This design comes from an exercise in tuning for small area, a short achievable clock period and few clock cycles per item on the open sky130 flow, not from production work.
The RTL was checked by simulation tests, not by an equivalence proof against the original design.

==> flow/design.v, too long to show whole: its modules and the start of the top module <==
// module Multiply: 16 lines
// module Multiply_booth: 9 lines
// module Mant_mul: 1189 lines
// module Emission_rom: 115 lines
// module Transition_nz: 61 lines
// module Transition_rom: 190 lines
// module Viterbi: 279 lines
module Viterbi (clk, reset, in_valid, in_word, in_ready,
                out_valid, out_tag, out_last, error);
  // ...
==> flow/run.sh <==
#!/bin/bash
# synth_recipe.tcl (not shown) runs the flow's synth.tcl, then flattens the netlist and writes it again
# the make line also repeats each setting of config.mk as NAME=value (left out here)
make -C /OpenROAD-flow-scripts/flow DESIGN_CONFIG=/design/flow/config.mk WORK_HOME=/design/flow/orfs CLKGATE_MAP_FILE= SYNTH_SCRIPT=/design/flow/synth_recipe.tcl finish
==> flow/config.mk <==
export PLATFORM = sky130hd
export DESIGN_NAME = Viterbi
export DESIGN_NICKNAME = Viterbi
export VERILOG_FILES = /design/flow/design.v
export SDC_FILE = /design/flow/constraint.sdc
export NUM_CORES = 4
export LEC_CHECK = 0
export CAP_MARGIN = 20
export CORE_MARGIN = 2
export CORE_UTILIZATION = 40
export PLACE_DENSITY = 0.6
export SLEW_MARGIN = 20
export SYNTH_MEMORY_MAX_BITS = 16384
==> flow/constraint.sdc <==
create_clock -name core_clock -period 22.0 [get_ports {clk}]
set_input_delay 4.4000 -clock core_clock [delete_from_list [all_inputs] [get_ports {clk}]]
set_output_delay 4.4000 -clock core_clock [all_outputs]
set_load 0.01 [all_outputs]
==> metrics.yaml, run 1 <==
route:
  drc: 0
  drt_iter0_markers: 4852
logic_synthesis:
  synthMuxAreaShare: 0.0368
  synth_commonest_cells: "edfxtp_1 (442), nor2_1 (361), inv_1 (346)"
  synthAdderAreaFrac: 0.160
  synth_top_area_share: 0.312
  yosysSeqAreaShare: 0.337
  synthMostInstantiatedCell: "edfxtp_1"
  syn-instance-count: 4513
  synth.distinct_cells: 96
  synth-edff-count: 442
  synth_top_family_by_area: "compound AO/OA/AOI/OAI gates"
  synth-async-reset-ratio: 0
grt:
  overflow: 0
  grt_pass1_vias: 37200
worst_setup_path:
  crit_start: "p0_pet[5]"
  cp-start-kind: "register"
timing:
  fin_crit_ns: 8.58
die:
  nWellTaps: 1391
  fp.dieH_um: 330
finish:
  seq_cell_count: 495
  nMultiInputCombCells: 3300
  n_all_inverters: 359
  nFillCells: 10200
clock_network:
  cts-root-buf: "clkbuf_16"
run_status:
  outcome: "timing/DRC/antenna clean"
placed_design:
  io_buffers: 18
Testbench counts, summed over its fixed seeds: cycles 4,915, words 3,918.
==> module Viterbi, before the edit <==
module Viterbi (clk, reset, in_valid, in_word, in_ready,
                out_valid, out_tag, out_last, error);
    input clk, reset;
    input in_valid;
    input [7:0] in_word;
    output in_ready;
    output reg out_valid;
    output reg [3:0] out_tag;
    output reg out_last;
    output reg error;
reg hv, sv;
reg [7:0] hw, sw;
reg rdy;                       
wire pop;
assign in_ready = rdy;
wire in_acc = in_valid & rdy;
wire sv_next = sv ? ~pop : (hv & ~pop & in_acc);
always @(posedge clk) begin
    if (!reset) begin
        hv <= 1'b0;
        sv <= 1'b0;
        rdy <= 1'b1;
    end else begin
        rdy <= ~sv_next;
        sv <= sv_next;
        if (sv) begin
            if (pop) hw <= sw;
        end else if (hv) begin
            if (pop) begin
                hv <= in_acc;
                if (in_acc) hw <= in_word;
            end else if (in_acc)
                sw <= in_word;
        end else if (in_acc) begin
            hw <= in_word; hv <= 1'b1;
        end
    end
end
reg [4:0] wcnt;                
reg [1:0] live;                
reg [3:0] b0;                  
localparam [3:0] A1 = 4'd5;   
reg [1:0] pos;                 
reg tok_started;
reg prev_k;
wire is_ff = (hw == 8'hff);
wire is_word = (hw < 8'd95);
wire mode_err = hv & ((is_word & (wcnt == 5'd16)) | (is_ff & (wcnt == 5'd0)) | (~is_ff & ~is_word));
wire mode_init = hv & is_word & (wcnt == 5'd0);
wire mode_norm = hv & is_word & (wcnt != 5'd0) & (wcnt != 5'd16);
wire mode_fin = hv & is_ff & (wcnt != 5'd0);
wire [15:0] slots;
Emission_rom erom (.word(hw[6:0]), .slots(slots));
wire v0 = slots[7], v1 = slots[15];
wire [3:0] a0 = slots[6:3];
wire [2:0] e0 = slots[2:0], e1 = slots[10:8];
wire [3:0] j0 = mode_init ? 4'd0 : b0;
wire nz00, nz01, nz10, nz11;
Transition_nz tz00 (.ji({j0, a0}), .nz(nz00));
Transition_nz tz01 (.ji({A1, a0}), .nz(nz01));
Transition_nz tz10 (.ji({j0, A1}), .nz(nz10));
Transition_nz tz11 (.ji({A1, A1}), .nz(nz11));
wire l0 = mode_init | live[0];
wire l1 = ~mode_init & live[1];
wire [3:0] mask = {(mode_init | mode_norm) & v1 & l1 & nz11,
                   (mode_init | mode_norm) & v1 & l0 & nz10,
                   (mode_init | mode_norm) & v0 & l1 & nz01,
                   (mode_init | mode_norm) & v0 & l0 & nz00};
wire [3:0] thr = mask & (4'hf << pos);
wire [3:0] thr_low = thr & (~thr + 1'b1);
wire any = |thr;
wire more = |(thr ^ thr_low);
wire sel_k = thr_low[2] | thr_low[3];
wire sel_m = thr_low[1] | thr_low[3];
wire [1:0] newlive = {mask[2] | mask[3], mask[0] | mask[1]};
wire sel_kend = sel_k | ~(thr_low[0] & thr[1]);
wire [3:0] sel_j = sel_m ? A1 : j0;
wire [3:0] sel_i = sel_k ? A1 : a0;
wire [2:0] sel_e = sel_k ? e1 : e0;
reg r_v;
reg [1:0] r_op;                
reg r_first, r_kend, r_wend, r_k, r_m;
reg [10:0] r_idx;              
reg [4:0] r_n;                 
reg [3:0] r_a0;                
reg [1:0] r_live;              
reg p0_v;
reg [1:0] p0_op;
reg p0_first, p0_kend, p0_wend, p0_k, p0_m;
reg [43:0] p0_pet;             
reg [30:0] p0_dval;            
reg [4:0] p0_n;
reg [3:0] p0_a0;
reg [30:0] d0, d1;             
reg [30:0] acc;                
reg bj, hbp;                   
reg fx;                        
wire [30:0] mval;              
wire mz = (p0_dval == 31'd0);  
wire cmp_gt;
wire s1m = p0_v & (p0_op == 2'd0);        
wire wb_v = fx | (p0_v & ~p0_op[1] & p0_first);
wire wbm = ~fx & s1m;                     
wire [30:0] wbv_nm = fx ? (cmp_gt ? p0_dval : acc) : p0_dval;    
wire [30:0] wb_val = (wbm & ~mz) ? mval : (wbm ? 31'd0 : wbv_nm);
wire wb_bj = fx ? (cmp_gt ? p0_m : bj) : p0_m;
wire wb_k = p0_k;
wire wb_kend = p0_kend;
wire wb_wend = p0_wend;
wire wb_fwd = wb_v & wb_wend;          
wire fwd0 = wb_fwd & ~wb_k;
wire fwd1 = wb_fwd & wb_k;
wire [30:0] d0_fn = fwd0 ? wbv_nm : d0;   
wire [30:0] d1_fn = fwd1 ? wbv_nm : d1;
wire use0 = fwd0 & wbm;
wire use1 = fwd1 & wbm;
reg [1:0] q_cnt;
reg q_rd, q_wr;
reg [3:0] em_idx;
reg [3:0] eb_len [0:1];
reg eb_err [0:1];
wire em_busy = (q_cnt != 2'd0);
wire em_last = em_busy & (em_idx == 4'd0);
wire p0_mk = p0_v & p0_op[1];
wire r_mk = r_v & r_op[1];
wire marker_ok = ({1'b0, q_cnt} + {2'b0, p0_mk} + {2'b0, r_mk} - {2'b0, em_last}) <= 3'd1;
wire bub = p0_v & ~p0_op[1] & ~p0_first;
wire hold_a = bub & r_v;
reg issue, popr, iss_first;
reg [1:0] iss_op;
always @(*) begin
    issue = 1'b0; iss_op = 2'd0; popr = 1'b0;
    iss_first = ~tok_started | (sel_k != prev_k);
    if (hold_a) begin
    end else if (mode_err) begin
        if (marker_ok) begin issue = 1'b1; iss_op = 2'd3; popr = 1'b1; end
    end else if (mode_init | mode_norm) begin
        if (any) begin issue = 1'b1; iss_op = {1'b0, mode_init}; popr = ~more; end
        else popr = 1'b1;
    end else if (mode_fin) begin
        if (marker_ok) begin issue = 1'b1; iss_op = 2'd2; popr = 1'b1; end
    end
end
assign pop = popr;
always @(posedge clk) begin
    if (!reset) begin
        wcnt <= 5'd0;
        pos <= 2'd0;
        tok_started <= 1'b0;
        r_v <= 1'b0;
    end else begin
        if (!hold_a) r_v <= issue;
        if (popr) begin
            pos <= 2'd0;
            tok_started <= 1'b0;
            if (mode_err | mode_fin) wcnt <= 5'd0;
            else wcnt <= wcnt + 5'd1;
        end else if (issue) begin
            pos <= {sel_k, sel_m} + 2'd1;
            tok_started <= 1'b1;
        end
    end
end
always @(posedge clk) begin
    if (issue) begin
        r_op <= iss_op;
        r_first <= iss_first;
        r_kend <= sel_kend;
        r_wend <= ~more;
        r_k <= sel_k;
        r_m <= sel_m;
        r_idx <= {sel_j, sel_i, sel_e};
        r_n <= wcnt;
        r_a0 <= a0;
        r_live <= live;
    end
    if (popr & ~mode_err & ~mode_fin) begin
        live <= newlive;
        b0 <= a0;
    end
    if (~popr & issue) prev_k <= sel_k;
end
wire [43:0] r_pet;
Transition_rom prom (.idx(r_idx), .pet(r_pet));
wire r_fin = (r_op == 2'd2);
wire du_m = bub ? 1'b1 : r_fin ? (r_live[1] & use1) : (r_op == 2'd1) ? 1'b0 : (r_m ? use1 : use0);
wire [30:0] du_rest = bub ? 31'd0 : r_fin ? (r_live[1] ? d1_fn : 31'd0) : (r_op == 2'd1) ? r_pet[30:0]
                    : (r_m ? d1_fn : d0_fn);
wire pu_m = r_live[0] & use0;
wire [30:0] pu_rest = r_live[0] ? d0_fn : 31'd0;
always @(posedge clk) begin
    if (!reset) p0_v <= 1'b0;
    else p0_v <= ~bub & r_v;
end
always @(posedge clk) begin
    begin
        if (!bub) begin
            p0_op <= r_op;
            p0_first <= r_first;
            p0_kend <= r_kend;
            p0_wend <= r_wend;
            p0_k <= r_k;
            p0_m <= r_m;
            p0_n <= r_n;
            p0_a0 <= r_a0;
            p0_pet <= r_fin ? {13'd0, ((pu_m & ~mz) ? mval : (pu_m ? 31'd0 : pu_rest))} : r_pet;
        end
        p0_dval <= (du_m & ~mz) ? mval : (du_m ? 31'd0 : du_rest);
    end
end
Multiply_booth mul (.a_enc(p0_pet), .b(p0_dval), .result(mval));
wire [30:0] cmp_a = p0_dval;
wire [30:0] cmp_b = fx ? acc : p0_pet[30:0];
assign cmp_gt = cmp_a > cmp_b;
wire fin1 = cmp_gt;
wire fin0 = ~cmp_gt & (p0_pet[30:0] != 31'd0);
reg [3:0] sa0 [0:15];
reg [15:0] sb0, sb1;
reg [3:0] eb0 [0:15];
reg [3:0] eb1 [0:15];
wire bp0 = wb_k ? hbp : wb_bj;
wire bp1 = wb_bj;
wire [15:0] fbits = fin1 ? sb1 : sb0;
integer u;
always @(posedge clk) begin
    if (!reset) fx <= 1'b0;
    else fx <= bub;
    if (wb_v) begin
        acc <= wb_val;
        bj <= wb_bj;
        if (wb_kend) begin
            if (wb_k) d1 <= wb_val;
            else begin d0 <= wb_val; hbp <= wb_bj; end
        end
        if (wb_wend) begin
            sa0[0] <= p0_a0;
            for (u = 1; u < 16; u = u + 1) sa0[u] <= sa0[u-1];
            sb0 <= {(bp0 ? sb1[14:0] : sb0[14:0]), 1'b0};
            sb1 <= {(bp1 ? sb1[14:0] : sb0[14:0]), 1'b1};
        end
    end
    if (p0_v && p0_op == 2'd2) begin
        for (u = 0; u < 16; u = u + 1) begin
            if (q_wr) eb1[u] <= (fin1 | fin0) ? (fbits[u] ? A1 : sa0[u]) : 4'd0;
            else eb0[u] <= (fin1 | fin0) ? (fbits[u] ? A1 : sa0[u]) : 4'd0;
        end
    end
end
wire [3:0] ld_len = p0_op[0] ? 4'd0 : (p0_n[3:0] - 4'd1);
always @(posedge clk) begin
    out_valid <= 1'b0;
    out_last <= 1'b0;
    error <= 1'b0;
    if (!reset) begin
        q_cnt <= 2'd0;
        q_rd <= 1'b0;
        q_wr <= 1'b0;
    end else begin
        q_cnt <= q_cnt + {1'b0, p0_mk} - {1'b0, em_last};
        if (p0_mk) begin
            eb_len[q_wr] <= ld_len;
            eb_err[q_wr] <= p0_op[0];
            q_wr <= ~q_wr;
        end
        if (!em_busy || em_last) begin
            if (em_last) q_rd <= ~q_rd;
            if (em_last && q_cnt == 2'd2) em_idx <= eb_len[~q_rd];
            else em_idx <= ld_len;           
        end else
            em_idx <= em_idx - 4'd1;
        if (em_busy) begin
            out_valid <= ~eb_err[q_rd];
            error <= eb_err[q_rd];
            out_tag <= q_rd ? eb1[em_idx] : eb0[em_idx];
            out_last <= em_last;
        end
    end
end
endmodule
==> run 2, diff against run 1 <==
--- a/flow/design.v
+++ b/flow/design.v
@@ -956,266 +956,18 @@
   wire t591 = t418 ^ t500 ^ t501;
   wire t592 = (t418 & t500) | (t418 & t501) | (t500 & t501);
   wire t593 = 1'b1 ^ t502 ^ t503;
   wire t594 = (1'b1 & t502) | (1'b1 & t503) | (t502 & t503);
   wire t595 = ~neg11 ^ x[23] ^ t504;
   wire t596 = (~neg11 & x[23]) | (~neg11 & t504) | (x[23] & t504);
   wire [47:0] r0 = {t594, t592, t590, t588, t586, t584, t582, t580, t578, t576, t574, t572, t570, t568, t566, t564, t562, t560, t558, t556, t554, t552, t550, t548, t546, t544, t542, t540, t538, t536, t534, t532, t530, t528, t526, t524, t522, t520, t518, t516, t514, t512, t510, t508, t506, neg1, pp0_1, pp0_0};
   wire [47:0] r1 = {t595, t593, t591, t589, t587, t585, t583, t581, t579, t577, t575, t573, t571, t569, t567, t565, t563, t561, t559, t557, t555, t553, t551, t549, t547, t545, t543, t541, t539, t537, t535, t533, t531, t529, t527, t525, t523, t521, t519, t517, t515, t513, t511, t509, t507, t505, 1'b0, neg0};
-  wire [47:0] g = r0 & r1;
-  wire [47:0] pr = r0 ^ r1;
-  wire lg1 = g[1] | (pr[1] & g[0]);
-  wire lp1 = pr[1] & pr[0];
-  wire lg2 = g[3] | (pr[3] & g[2]);
-  wire lp2 = pr[3] & pr[2];
-  wire lg3 = g[5] | (pr[5] & g[4]);
-  wire lp3 = pr[5] & pr[4];
-  wire lg4 = g[7] | (pr[7] & g[6]);
-  wire lp4 = pr[7] & pr[6];
-  wire lg5 = g[9] | (pr[9] & g[8]);
-  wire lp5 = pr[9] & pr[8];
-  wire lg6 = g[11] | (pr[11] & g[10]);
-  wire lp6 = pr[11] & pr[10];
-  wire lg7 = g[13] | (pr[13] & g[12]);
-  wire lp7 = pr[13] & pr[12];
-  wire lg8 = g[15] | (pr[15] & g[14]);
-  wire lp8 = pr[15] & pr[14];
-  wire lg9 = g[17] | (pr[17] & g[16]);
-  wire lp9 = pr[17] & pr[16];
-  wire lg10 = g[19] | (pr[19] & g[18]);
-  wire lp10 = pr[19] & pr[18];
-  wire lg11 = g[21] | (pr[21] & g[20]);
-  wire lp11 = pr[21] & pr[20];
-  wire lg12 = g[23] | (pr[23] & g[22]);
-  wire lp12 = pr[23] & pr[22];
-  wire lg13 = lg2 | (lp2 & lg1);
-  wire lp13 = lp2 & lp1;
-  wire lg14 = lg4 | (lp4 & lg3);
-  wire lp14 = lp4 & lp3;
-  wire lg15 = lg6 | (lp6 & lg5);
-  wire lp15 = lp6 & lp5;
-  wire lg16 = lg8 | (lp8 & lg7);
-  wire lp16 = lp8 & lp7;
-  wire lg17 = lg10 | (lp10 & lg9);
-  wire lp17 = lp10 & lp9;
-  wire lg18 = lg12 | (lp12 & lg11);
-  wire lp18 = lp12 & lp11;
-  wire lg19 = lg14 | (lp14 & lg13);
-  wire lp19 = lp14 & lp13;
-  wire lg20 = lg16 | (lp16 & lg15);
-  wire lp20 = lp16 & lp15;
-  wire lg21 = lg18 | (lp18 & lg17);
-  wire lp21 = lp18 & lp17;
-  wire lg22 = lg20 | (lp20 & lg19);
-  wire lp22 = lp20 & lp19;
-  wire lg23 = lg21 | (lp21 & lg22);
-  wire lp23 = lp21 & lp22;
-  wire c24 = lg23;
-  wire ks1_24_g = g[24] | (pr[24] & c24);
-  wire ks1_24_p = pr[24] & 1'b0;
-  wire ks1_25_g = g[25] | (pr[25] & g[24]);
-  wire ks1_25_p = pr[25] & pr[24];
-  wire ks1_26_g = g[26] | (pr[26] & g[25]);
-  wire ks1_26_p = pr[26] & pr[25];
-  wire ks1_27_g = g[27] | (pr[27] & g[26]);
-  wire ks1_27_p = pr[27] & pr[26];
-  wire ks1_28_g = g[28] | (pr[28] & g[27]);
-  wire ks1_28_p = pr[28] & pr[27];
-  wire ks1_29_g = g[29] | (pr[29] & g[28]);
-  wire ks1_29_p = pr[29] & pr[28];
-  wire ks1_30_g = g[30] | (pr[30] & g[29]);
-  wire ks1_30_p = pr[30] & pr[29];
-  wire ks1_31_g = g[31] | (pr[31] & g[30]);
-  wire ks1_31_p = pr[31] & pr[30];
-  wire ks1_32_g = g[32] | (pr[32] & g[31]);
-  wire ks1_32_p = pr[32] & pr[31];
-  wire ks1_33_g = g[33] | (pr[33] & g[32]);
-  wire ks1_33_p = pr[33] & pr[32];
-  wire ks1_34_g = g[34] | (pr[34] & g[33]);
-  wire ks1_34_p = pr[34] & pr[33];
-  wire ks1_35_g = g[35] | (pr[35] & g[34]);
-  wire ks1_35_p = pr[35] & pr[34];
-  wire ks1_36_g = g[36] | (pr[36] & g[35]);
-  wire ks1_36_p = pr[36] & pr[35];
-  wire ks1_37_g = g[37] | (pr[37] & g[36]);
-  wire ks1_37_p = pr[37] & pr[36];
-  wire ks1_38_g = g[38] | (pr[38] & g[37]);
-  wire ks1_38_p = pr[38] & pr[37];
-  wire ks1_39_g = g[39] | (pr[39] & g[38]);
-  wire ks1_39_p = pr[39] & pr[38];
-  wire ks1_40_g = g[40] | (pr[40] & g[39]);
-  wire ks1_40_p = pr[40] & pr[39];
-  wire ks1_41_g = g[41] | (pr[41] & g[40]);
-  wire ks1_41_p = pr[41] & pr[40];
-  wire ks1_42_g = g[42] | (pr[42] & g[41]);
-  wire ks1_42_p = pr[42] & pr[41];
-  wire ks1_43_g = g[43] | (pr[43] & g[42]);
-  wire ks1_43_p = pr[43] & pr[42];
-  wire ks1_44_g = g[44] | (pr[44] & g[43]);
-  wire ks1_44_p = pr[44] & pr[43];
-  wire ks1_45_g = g[45] | (pr[45] & g[44]);
-  wire ks1_45_p = pr[45] & pr[44];
-  wire ks1_46_g = g[46] | (pr[46] & g[45]);
-  wire ks1_46_p = pr[46] & pr[45];
-  wire ks2_25_g = ks1_25_g | (ks1_25_p & c24);
-  wire ks2_25_p = ks1_25_p & 1'b0;
-  wire ks2_26_g = ks1_26_g | (ks1_26_p & ks1_24_g);
-  wire ks2_26_p = ks1_26_p & ks1_24_p;
-  wire ks2_27_g = ks1_27_g | (ks1_27_p & ks1_25_g);
-  wire ks2_27_p = ks1_27_p & ks1_25_p;
-  wire ks2_28_g = ks1_28_g | (ks1_28_p & ks1_26_g);
-  wire ks2_28_p = ks1_28_p & ks1_26_p;
-  wire ks2_29_g = ks1_29_g | (ks1_29_p & ks1_27_g);
-  wire ks2_29_p = ks1_29_p & ks1_27_p;
-  wire ks2_30_g = ks1_30_g | (ks1_30_p & ks1_28_g);
-  wire ks2_30_p = ks1_30_p & ks1_28_p;
-  wire ks2_31_g = ks1_31_g | (ks1_31_p & ks1_29_g);
-  wire ks2_31_p = ks1_31_p & ks1_29_p;
-  wire ks2_32_g = ks1_32_g | (ks1_32_p & ks1_30_g);
-  wire ks2_32_p = ks1_32_p & ks1_30_p;
-  wire ks2_33_g = ks1_33_g | (ks1_33_p & ks1_31_g);
-  wire ks2_33_p = ks1_33_p & ks1_31_p;
-  wire ks2_34_g = ks1_34_g | (ks1_34_p & ks1_32_g);
-  wire ks2_34_p = ks1_34_p & ks1_32_p;
-  wire ks2_35_g = ks1_35_g | (ks1_35_p & ks1_33_g);
-  wire ks2_35_p = ks1_35_p & ks1_33_p;
-  wire ks2_36_g = ks1_36_g | (ks1_36_p & ks1_34_g);
-  wire ks2_36_p = ks1_36_p & ks1_34_p;
-  wire ks2_37_g = ks1_37_g | (ks1_37_p & ks1_35_g);
-  wire ks2_37_p = ks1_37_p & ks1_35_p;
-  wire ks2_38_g = ks1_38_g | (ks1_38_p & ks1_36_g);
-  wire ks2_38_p = ks1_38_p & ks1_36_p;
-  wire ks2_39_g = ks1_39_g | (ks1_39_p & ks1_37_g);
-  wire ks2_39_p = ks1_39_p & ks1_37_p;
-  wire ks2_40_g = ks1_40_g | (ks1_40_p & ks1_38_g);
-  wire ks2_40_p = ks1_40_p & ks1_38_p;
-  wire ks2_41_g = ks1_41_g | (ks1_41_p & ks1_39_g);
-  wire ks2_41_p = ks1_41_p & ks1_39_p;
-  wire ks2_42_g = ks1_42_g | (ks1_42_p & ks1_40_g);
-  wire ks2_42_p = ks1_42_p & ks1_40_p;
-  wire ks2_43_g = ks1_43_g | (ks1_43_p & ks1_41_g);
-  wire ks2_43_p = ks1_43_p & ks1_41_p;
-  wire ks2_44_g = ks1_44_g | (ks1_44_p & ks1_42_g);
-  wire ks2_44_p = ks1_44_p & ks1_42_p;
-  wire ks2_45_g = ks1_45_g | (ks1_45_p & ks1_43_g);
-  wire ks2_45_p = ks1_45_p & ks1_43_p;
-  wire ks2_46_g = ks1_46_g | (ks1_46_p & ks1_44_g);
-  wire ks2_46_p = ks1_46_p & ks1_44_p;
-  wire ks3_27_g = ks2_27_g | (ks2_27_p & c24);
-  wire ks3_27_p = ks2_27_p & 1'b0;
-  wire ks3_28_g = ks2_28_g | (ks2_28_p & ks1_24_g);
-  wire ks3_28_p = ks2_28_p & ks1_24_p;
-  wire ks3_29_g = ks2_29_g | (ks2_29_p & ks2_25_g);
-  wire ks3_29_p = ks2_29_p & ks2_25_p;
-  wire ks3_30_g = ks2_30_g | (ks2_30_p & ks2_26_g);
-  wire ks3_30_p = ks2_30_p & ks2_26_p;
-  wire ks3_31_g = ks2_31_g | (ks2_31_p & ks2_27_g);
-  wire ks3_31_p = ks2_31_p & ks2_27_p;
-  wire ks3_32_g = ks2_32_g | (ks2_32_p & ks2_28_g);
-  wire ks3_32_p = ks2_32_p & ks2_28_p;
-  wire ks3_33_g = ks2_33_g | (ks2_33_p & ks2_29_g);
-  wire ks3_33_p = ks2_33_p & ks2_29_p;
-  wire ks3_34_g = ks2_34_g | (ks2_34_p & ks2_30_g);
-  wire ks3_34_p = ks2_34_p & ks2_30_p;
-  wire ks3_35_g = ks2_35_g | (ks2_35_p & ks2_31_g);
-  wire ks3_35_p = ks2_35_p & ks2_31_p;
-  wire ks3_36_g = ks2_36_g | (ks2_36_p & ks2_32_g);
-  wire ks3_36_p = ks2_36_p & ks2_32_p;
-  wire ks3_37_g = ks2_37_g | (ks2_37_p & ks2_33_g);
-  wire ks3_37_p = ks2_37_p & ks2_33_p;
-  wire ks3_38_g = ks2_38_g | (ks2_38_p & ks2_34_g);
-  wire ks3_38_p = ks2_38_p & ks2_34_p;
-  wire ks3_39_g = ks2_39_g | (ks2_39_p & ks2_35_g);
-  wire ks3_39_p = ks2_39_p & ks2_35_p;
-  wire ks3_40_g = ks2_40_g | (ks2_40_p & ks2_36_g);
-  wire ks3_40_p = ks2_40_p & ks2_36_p;
-  wire ks3_41_g = ks2_41_g | (ks2_41_p & ks2_37_g);
-  wire ks3_41_p = ks2_41_p & ks2_37_p;
-  wire ks3_42_g = ks2_42_g | (ks2_42_p & ks2_38_g);
-  wire ks3_42_p = ks2_42_p & ks2_38_p;
-  wire ks3_43_g = ks2_43_g | (ks2_43_p & ks2_39_g);
-  wire ks3_43_p = ks2_43_p & ks2_39_p;
-  wire ks3_44_g = ks2_44_g | (ks2_44_p & ks2_40_g);
-  wire ks3_44_p = ks2_44_p & ks2_40_p;
-  wire ks3_45_g = ks2_45_g | (ks2_45_p & ks2_41_g);
-  wire ks3_45_p = ks2_45_p & ks2_41_p;
-  wire ks3_46_g = ks2_46_g | (ks2_46_p & ks2_42_g);
-  wire ks3_46_p = ks2_46_p & ks2_42_p;
-  wire ks4_31_g = ks3_31_g | (ks3_31_p & c24);
-  wire ks4_31_p = ks3_31_p & 1'b0;
-  wire ks4_32_g = ks3_32_g | (ks3_32_p & ks1_24_g);
-  wire ks4_32_p = ks3_32_p & ks1_24_p;
-  wire ks4_33_g = ks3_33_g | (ks3_33_p & ks2_25_g);
-  wire ks4_33_p = ks3_33_p & ks2_25_p;
-  wire ks4_34_g = ks3_34_g | (ks3_34_p & ks2_26_g);
-  wire ks4_34_p = ks3_34_p & ks2_26_p;
-  wire ks4_35_g = ks3_35_g | (ks3_35_p & ks3_27_g);
-  wire ks4_35_p = ks3_35_p & ks3_27_p;
-  wire ks4_36_g = ks3_36_g | (ks3_36_p & ks3_28_g);
-  wire ks4_36_p = ks3_36_p & ks3_28_p;
-  wire ks4_37_g = ks3_37_g | (ks3_37_p & ks3_29_g);
-  wire ks4_37_p = ks3_37_p & ks3_29_p;
-  wire ks4_38_g = ks3_38_g | (ks3_38_p & ks3_30_g);
-  wire ks4_38_p = ks3_38_p & ks3_30_p;
-  wire ks4_39_g = ks3_39_g | (ks3_39_p & ks3_31_g);
-  wire ks4_39_p = ks3_39_p & ks3_31_p;
-  wire ks4_40_g = ks3_40_g | (ks3_40_p & ks3_32_g);
-  wire ks4_40_p = ks3_40_p & ks3_32_p;
-  wire ks4_41_g = ks3_41_g | (ks3_41_p & ks3_33_g);
-  wire ks4_41_p = ks3_41_p & ks3_33_p;
-  wire ks4_42_g = ks3_42_g | (ks3_42_p & ks3_34_g);
-  wire ks4_42_p = ks3_42_p & ks3_34_p;
-  wire ks4_43_g = ks3_43_g | (ks3_43_p & ks3_35_g);
-  wire ks4_43_p = ks3_43_p & ks3_35_p;
-  wire ks4_44_g = ks3_44_g | (ks3_44_p & ks3_36_g);
-  wire ks4_44_p = ks3_44_p & ks3_36_p;
-  wire ks4_45_g = ks3_45_g | (ks3_45_p & ks3_37_g);
-  wire ks4_45_p = ks3_45_p & ks3_37_p;
-  wire ks4_46_g = ks3_46_g | (ks3_46_p & ks3_38_g);
-  wire ks4_46_p = ks3_46_p & ks3_38_p;
-  wire ks5_39_g = ks4_39_g | (ks4_39_p & c24);
-  wire ks5_39_p = ks4_39_p & 1'b0;
-  wire ks5_40_g = ks4_40_g | (ks4_40_p & ks1_24_g);
-  wire ks5_40_p = ks4_40_p & ks1_24_p;
-  wire ks5_41_g = ks4_41_g | (ks4_41_p & ks2_25_g);
-  wire ks5_41_p = ks4_41_p & ks2_25_p;
-  wire ks5_42_g = ks4_42_g | (ks4_42_p & ks2_26_g);
-  wire ks5_42_p = ks4_42_p & ks2_26_p;
-  wire ks5_43_g = ks4_43_g | (ks4_43_p & ks3_27_g);
-  wire ks5_43_p = ks4_43_p & ks3_27_p;
-  wire ks5_44_g = ks4_44_g | (ks4_44_p & ks3_28_g);
-  wire ks5_44_p = ks4_44_p & ks3_28_p;
-  wire ks5_45_g = ks4_45_g | (ks4_45_p & ks3_29_g);
-  wire ks5_45_p = ks4_45_p & ks3_29_p;
-  wire ks5_46_g = ks4_46_g | (ks4_46_p & ks3_30_g);
-  wire ks5_46_p = ks4_46_p & ks3_30_p;
-  assign s[0] = pr[24] ^ c24;
-  assign s[1] = pr[25] ^ ks1_24_g;
-  assign s[2] = pr[26] ^ ks2_25_g;
-  assign s[3] = pr[27] ^ ks2_26_g;
-  assign s[4] = pr[28] ^ ks3_27_g;
-  assign s[5] = pr[29] ^ ks3_28_g;
-  assign s[6] = pr[30] ^ ks3_29_g;
-  assign s[7] = pr[31] ^ ks3_30_g;
-  assign s[8] = pr[32] ^ ks4_31_g;
-  assign s[9] = pr[33] ^ ks4_32_g;
-  assign s[10] = pr[34] ^ ks4_33_g;
-  assign s[11] = pr[35] ^ ks4_34_g;
-  assign s[12] = pr[36] ^ ks4_35_g;
-  assign s[13] = pr[37] ^ ks4_36_g;
-  assign s[14] = pr[38] ^ ks4_37_g;
-  assign s[15] = pr[39] ^ ks4_38_g;
-  assign s[16] = pr[40] ^ ks5_39_g;
-  assign s[17] = pr[41] ^ ks5_40_g;
-  assign s[18] = pr[42] ^ ks5_41_g;
-  assign s[19] = pr[43] ^ ks5_42_g;
-  assign s[20] = pr[44] ^ ks5_43_g;
-  assign s[21] = pr[45] ^ ks5_44_g;
-  assign s[22] = pr[46] ^ ks5_45_g;
+  wire [47:0] full = r0 + r1;
+  assign s = full[46:24];
 endmodule
 module Emission_rom (word, slots);
   input [6:0] word;
   output [15:0] slots;
   wire [93:0] hit;
   assign hit[0] = (word == 7'd0);
   assign hit[1] = (word == 7'd1);
   assign hit[2] = (word == 7'd2);
@@ -1666,16 +1418,17 @@
 reg [1:0] r_live;              
 reg p0_v;
 reg [1:0] p0_op;
 reg p0_first, p0_kend, p0_wend, p0_k, p0_m;
 reg [43:0] p0_pet;             
 reg [30:0] p0_dval;            
 reg [4:0] p0_n;
 reg [3:0] p0_a0;
+reg [1:0] p0_live;            
 reg [30:0] d0, d1;             
 reg [30:0] acc;                
 reg bj, hbp;                   
 reg fx;                        
 wire [30:0] mval;              
 wire mz = (p0_dval == 31'd0);  
 wire cmp_gt;
 wire s1m = p0_v & (p0_op == 2'd0);        
@@ -1698,17 +1451,18 @@
 reg q_rd, q_wr;
 reg [3:0] em_idx;
 reg [3:0] eb_len [0:1];
 reg eb_err [0:1];
 wire em_busy = (q_cnt != 2'd0);
 wire em_last = em_busy & (em_idx == 4'd0);
 wire p0_mk = p0_v & p0_op[1];
 wire r_mk = r_v & r_op[1];
-wire marker_ok = ({1'b0, q_cnt} + {2'b0, p0_mk} + {2'b0, r_mk} - {2'b0, em_last}) <= 3'd1;
+wire em_ends = em_busy & (em_idx <= 4'd2);
+wire marker_ok = ({1'b0, q_cnt} + {2'b0, p0_mk} + {2'b0, r_mk} - {2'b0, em_ends}) <= 3'd1;
 wire bub = p0_v & ~p0_op[1] & ~p0_first;
 wire hold_a = bub & r_v;
 reg issue, popr, iss_first;
 reg [1:0] iss_op;
 always @(*) begin
     issue = 1'b0; iss_op = 2'd0; popr = 1'b0;
     iss_first = ~tok_started | (sel_k != prev_k);
     if (hold_a) begin
@@ -1757,48 +1511,49 @@
     if (popr & ~mode_err & ~mode_fin) begin
         live <= newlive;
         b0 <= a0;
     end
     if (~popr & issue) prev_k <= sel_k;
 end
 wire [43:0] r_pet;
 Transition_rom prom (.idx(r_idx), .pet(r_pet));
-wire r_fin = (r_op == 2'd2);
-wire du_m = bub ? 1'b1 : r_fin ? (r_live[1] & use1) : (r_op == 2'd1) ? 1'b0 : (r_m ? use1 : use0);
-wire [30:0] du_rest = bub ? 31'd0 : r_fin ? (r_live[1] ? d1_fn : 31'd0) : (r_op == 2'd1) ? r_pet[30:0]
-                    : (r_m ? d1_fn : d0_fn);
-wire pu_m = r_live[0] & use0;
-wire [30:0] pu_rest = r_live[0] ? d0_fn : 31'd0;
+wire du_m = bub ? 1'b1 : (r_op != 2'd0) ? 1'b0 : (r_m ? use1 : use0);
+wire [30:0] du_rest = bub ? 31'd0 : (r_op != 2'd0) ? r_pet[30:0] : (r_m ? d1_fn : d0_fn);
+wire [43:0] p0_pet_d = r_pet;
+wire [30:0] p0_dval_d = (du_m & ~mz) ? mval : (du_m ? 31'd0 : du_rest);
 always @(posedge clk) begin
     if (!reset) p0_v <= 1'b0;
     else p0_v <= ~bub & r_v;
 end
 always @(posedge clk) begin
     begin
         if (!bub) begin
             p0_op <= r_op;
             p0_first <= r_first;
             p0_kend <= r_kend;
             p0_wend <= r_wend;
             p0_k <= r_k;
             p0_m <= r_m;
             p0_n <= r_n;
             p0_a0 <= r_a0;
-            p0_pet <= r_fin ? {13'd0, ((pu_m & ~mz) ? mval : (pu_m ? 31'd0 : pu_rest))} : r_pet;
+            p0_live <= r_live;
+            p0_pet <= p0_pet_d;
         end
-        p0_dval <= (du_m & ~mz) ? mval : (du_m ? 31'd0 : du_rest);
+        p0_dval <= p0_dval_d;
     end
 end
 Multiply_booth mul (.a_enc(p0_pet), .b(p0_dval), .result(mval));
-wire [30:0] cmp_a = p0_dval;
-wire [30:0] cmp_b = fx ? acc : p0_pet[30:0];
+wire [30:0] d0m = p0_live[0] ? d0 : 31'd0;
+wire [30:0] d1m = p0_live[1] ? d1 : 31'd0;
+wire [30:0] cmp_a = fx ? p0_dval : d1m;
+wire [30:0] cmp_b = fx ? acc : d0m;
 assign cmp_gt = cmp_a > cmp_b;
 wire fin1 = cmp_gt;
-wire fin0 = ~cmp_gt & (p0_pet[30:0] != 31'd0);
+wire fin0 = ~cmp_gt & (d0m != 31'd0);
 reg [3:0] sa0 [0:15];
 reg [15:0] sb0, sb1;
 reg [3:0] eb0 [0:15];
 reg [3:0] eb1 [0:15];
 wire bp0 = wb_k ? hbp : wb_bj;
 wire bp1 = wb_bj;
 wire [15:0] fbits = fin1 ? sb1 : sb0;
 integer u;
==> flow/flow/run.sh (new file) <==
#!/bin/bash
# Own layout flow: the standard ORFS layout (standard.sh), with the timing
# repair steps (after floorplan, CTS and global route) aiming for a larger setup
# slack than 0 at the design's own clock period and constraints. If the
# finished layout comes within 3% of a max-slew or max-capacitance limit, the
# layout is made again with the next, smaller margin. Each attempt's make output
# is in flow_make_m<margin>.log and its ORFS logs and reports under
# orfs_m<margin>/ (the last attempt's stay in orfs/).
set -uo pipefail
MARGINS="16 15"
fits() {
  local r=orfs/reports/sky130hd/Viterbi/base/6_finish.rpt
  [[ -f $r && -f out/final.def ]] || return 1
  awk '
    /finish max_slew_check_slack_limit/ {getline; getline; s=$1}
    /finish max_capacitance_check_slack_limit/ {getline; getline; c=$1}
    END { exit !(s != "" && c != "" && s+0 >= 0.03 && c+0 >= 0.03) }' "$r"
}
last=""
for m in $MARGINS; do
  if [[ -n $last ]]; then
    mv orfs "orfs_m$last"
    rm -f out/final.def
  fi
  last=$m
  if bash standard.sh "SETUP_SLACK_MARGIN=$m" finish > "flow_make_m$m.log" 2>&1 && fits; then
    exit 0
  fi
done
[[ -f out/final.def ]]
==> flow/standard.sh (new file) <==
#!/bin/bash
# synth_recipe.tcl (not shown) runs the flow's synth.tcl, then flattens the netlist and writes it again
# the make line also repeats each setting of config.mk as NAME=value (left out here)
make -C /OpenROAD-flow-scripts/flow DESIGN_CONFIG=/design/flow/config.mk WORK_HOME=/design/flow/orfs CLKGATE_MAP_FILE= SYNTH_SCRIPT=/design/flow/synth_recipe.tcl "${@:-finish}"
removed: flow/run.sh
==> run 2 against run 1 <==
  * Synthesized cell count decreased by 4.5%
  * Maximum frequency up 34%
  * Cell count is 1.7% lower
  * Worst setup slack improved by 2.2 ns
  * Still clean
  * Die area shrank 2.5%
==> metrics.yaml, run 2 <==
timing:
  tns_ns: 0
  setup_viol: 0
  final_min_period_over_clock_period: 0.291
  grt_setup_unrepaired: "yes"
  hold_viol: 0
  drv_slew: 0
  fin_crit_ns: 6.41  # -2.17 ns
  fmax_mhz: 156
  slew_headroom: 0.143
  skew_ns: 0.0635
  worstMarginPinSlew_ns: 1.27
  hold_slack_ns: 0.410
logic_synthesis:
  synth.distinct_cells: 96  # unchanged
  synthMostInstantiatedCell: "edfxtp_1"
  synth_top_area_share: 0.322  # +0.00971
  synth_commonest_cells: "edfxtp_1 (444), nand2_1 (368), inv_1 (330)"
  synthAdderAreaFrac: 0.162  # +0.00197
  ys_seq_elements: 497
  yosys_warnings: 4
  synth-async-reset-ratio: 0  # unchanged
  synth_area_leaders: "edfxtp_1 (32%), fa_1 (12%), a22oi_1 (5.7%)"
  synth-edff-count: 444  # +0.45%
  yosysSeqAreaShare: 0.348  # +0.0104
  synthSimpleGateAreaFrac: 0.155
  syn-instance-count: 4312  # -4.5%
  synth.avg_cell_area_um2: 9.60
  yosys.area.top_type: "edfxtp_1"
  synth_xor_xnor_area_share: 0.0726
  synthMuxAreaShare: 0.0288  # -0.00800
  synth_flop_cell: "edfxtp_1"
  synth_compound_area_frac: 0.173
  synth_area_mm2: 0.0414
  syn-num-nets: 4710
  synth_top_family_by_area: "compound AO/OA/AOI/OAI gates"
worst_setup_path:
  r2r_slack_ns: 15.59
  reg2reg_from: "p0_dval[2]"
  arrival_ns: 6.80
  endpoint_kind: "register"
  crit_start: "p0_dval[2]"
  path_max_fanout: 26
  r2r_end: "acc[22]"
  cp-start-kind: "register"
  worstRegToRegCells: 24
  criticalPathCategory: "register to register"
  cp.required_ns: 22.39
  cp-endpoint: "acc[22]"
grt:
  antenna_found_initial: 4
  grt_pass1_vias: 36600  # -1.7%
  grt_util_all_layers: 0.386
  overflow: 0  # unchanged
  grt_max_degree: 65
  grt_pass1_wl_um: 291000
finish:
  seqCellArea_mm2: 0.0144
  layout-drive-gt1-share: 0.143
  top_regs: "eb0 (64), eb1 (64), sa0 (64)"
  final_core_util: 0.462
  area_growth_pct: 15.0
  nFillCells: 9871  # -3.6%
  final_cell_mix: "edfxtp_1 (444), nand2_1 (366), inv_1 (308)"
  multi_input_area_mm2: 0.0255
  layout_commonest_cell: "edfxtp_1"
  final_area_mm2: 0.0476
  fin_nets: 4734
route:
  drt_iter0_markers: 5113  # +5.4%
  routed_wirelength_um: 210000
  drc: 0  # unchanged
  final_antenna_net_count: 0
  wl_per_cell_um: 36.4
  viasPerCell: 6.59
  drtPass1Iterations: 7
  vias: 38000
placed_design:
  dp_hpwl_um: 150000
  io_buffers: 18  # unchanged
  gp_congestion: 1.06
  placed_area_mm2: 0.0436
clock_network:
  insertion_delay_ns: 0.69
  clock_path_buffers: 3
  htree_levels: 2
  cts-root-buf: "clkbuf_16"
  cts_inserted_buffers: 56
  cts_tree: "yes"
  cts_hold_buf: 0
  clk_pin_slew_worst_paths_ns: 0.06
  cts.sinks: 497
job:
  max-cap-violations: 0
die:
  start_util: 0.402
  core_area_mm2: 0.103
  rows: 118
  fp.dieH_um: 326  # -1.3%
  die_w_um: 326
  die_area_mm2: 0.106
  ios: 19
min_path:
  hp-class: "register to register"
run_status:
  outcome: "timing/DRC/antenna clean"
run 2: cell types whose count changed after synthesis, sizes merged, moves of 30 or more:
cell   change
a22oi     +30
nor2b     -33
nor2     -115
and2      +40
nand2     +66
xor2      +33
run 2: cell families after synthesis:
| family | Yosys count |
|---|---|
| AO/OA/AOI/OAI | 1050 |
| XOR/XNOR | 343 |
| adder cells (fa/ha/maj) | 387 |
| buffers and inverters | 654 |
| flip-flops | 497 |
| multiplexers | 111 |
| AND/OR/NAND/NOR | 1270 |
run 2: critical path, stage by stage, from the launching register on:
cell,delay (ns)
dfxtp_1,0.44
buf_4,0.44
a22oi_1,0.15
xnor2_1,0.16
ha_1,0.32
fa_2,0.39
inv_2,0.07
fa_1,0.41
inv_1,0.08
fa_1,0.43
fa_1,0.60
ha_4,0.22
buf_4,0.13
a21o_1,0.17
a21o_1,0.18
a21oi_2,0.13
o21ai_2,0.12
a41o_1,0.29
nor2_2,0.20
o31a_1,0.29
o21ai_2,0.11
a211oi_2,0.27
o21bai_1,0.12
xnor2_1,0.21
o22ai_1,0.15
run 2: metrics by stage:
step,cells,worst slack (ns)
6_report,5767,15.59
5_1_grt,5764,15.42
4_1_cts,5733,15.69
3_5_place_dp,5568,14.19
3_3_place_gp,5568,14.36
2_1_floorplan,4312,16.00
run 2: layout make-up:
type	count	area share
clock inverter	43	0.00922
antenna	3	0.000158
timing repair buffer	279	0.0589
multi-input combinational	3161	0.535
inverter	340	0.0280
timing repair inverter	1	0.000184
sequential	497	0.303
tap	1380	0.0363
clock buffer	63	0.0300
run 2: repair_timing:
action                     in CTS  in global routing
setup buffers                  51                 25
gates resized for setup       198                111
pin swaps                      63                 77
setup endpoints to repair     113                 87
cloned                          8                  4
run 2: routing by layer:
metal	track usage	wire length [µm]
met1	0.501	80100
met2	0.595	92700
met3	0.0692	19600
met4	0.246	17500
met5	0	0
run 2: how the worst min path moves through the flow:
stage,from,endpoint,cells after the start
CTS,sa0[4][2],sa0[5][2],0
finish,sa0[5][3],sa0[6][3],0
global placement,r_a0[2],p0_a0[2],0
floorplan,r_a0[0],p0_a0[0],0
detailed placement,r_a0[2],p0_a0[2],0
global route,sa0[5][3],sa0[6][3],0
Testbench counts of run 2, summed over its fixed seeds: cycles 4,834, words 3,918.

## what the ideal ports hide
Ports are ideal in the flow. The routed layouts listed here were re-timed in OpenROAD. Step 1 (the two cells are an assumption about what drives the block):
set clk [get_ports {clk}]
set_driving_cell -lib_cell sky130_fd_sc_hd__clkbuf_16 $clk
set_driving_cell -lib_cell sky130_fd_sc_hd__buf_2 [delete_from_list [all_inputs] $clk]
Step 2 times the ports against the registers' clock, not the clock port: input delays grow and output delays shrink by t, the midpoint of the rising clock arrivals with the driver on. Slacks: ideal ports / drivers / drivers and shift; pairs: ideal ports / drivers.
run | t (ns) | slack for setup (ns) | worst setup path at the end | latest minus earliest clock arrival (ns) | pins driven straight from the clock port
run 1 | 0.713 | 13.419 / 13.419 / 13.419 | register to register | 0.067 / 0.067 | 1
run 2 | 0.720 | 15.594 / 15.594 / 15.594 | register to register | 0.064 / 0.063 | 1
After both steps setup and hold are still met in every run listed.
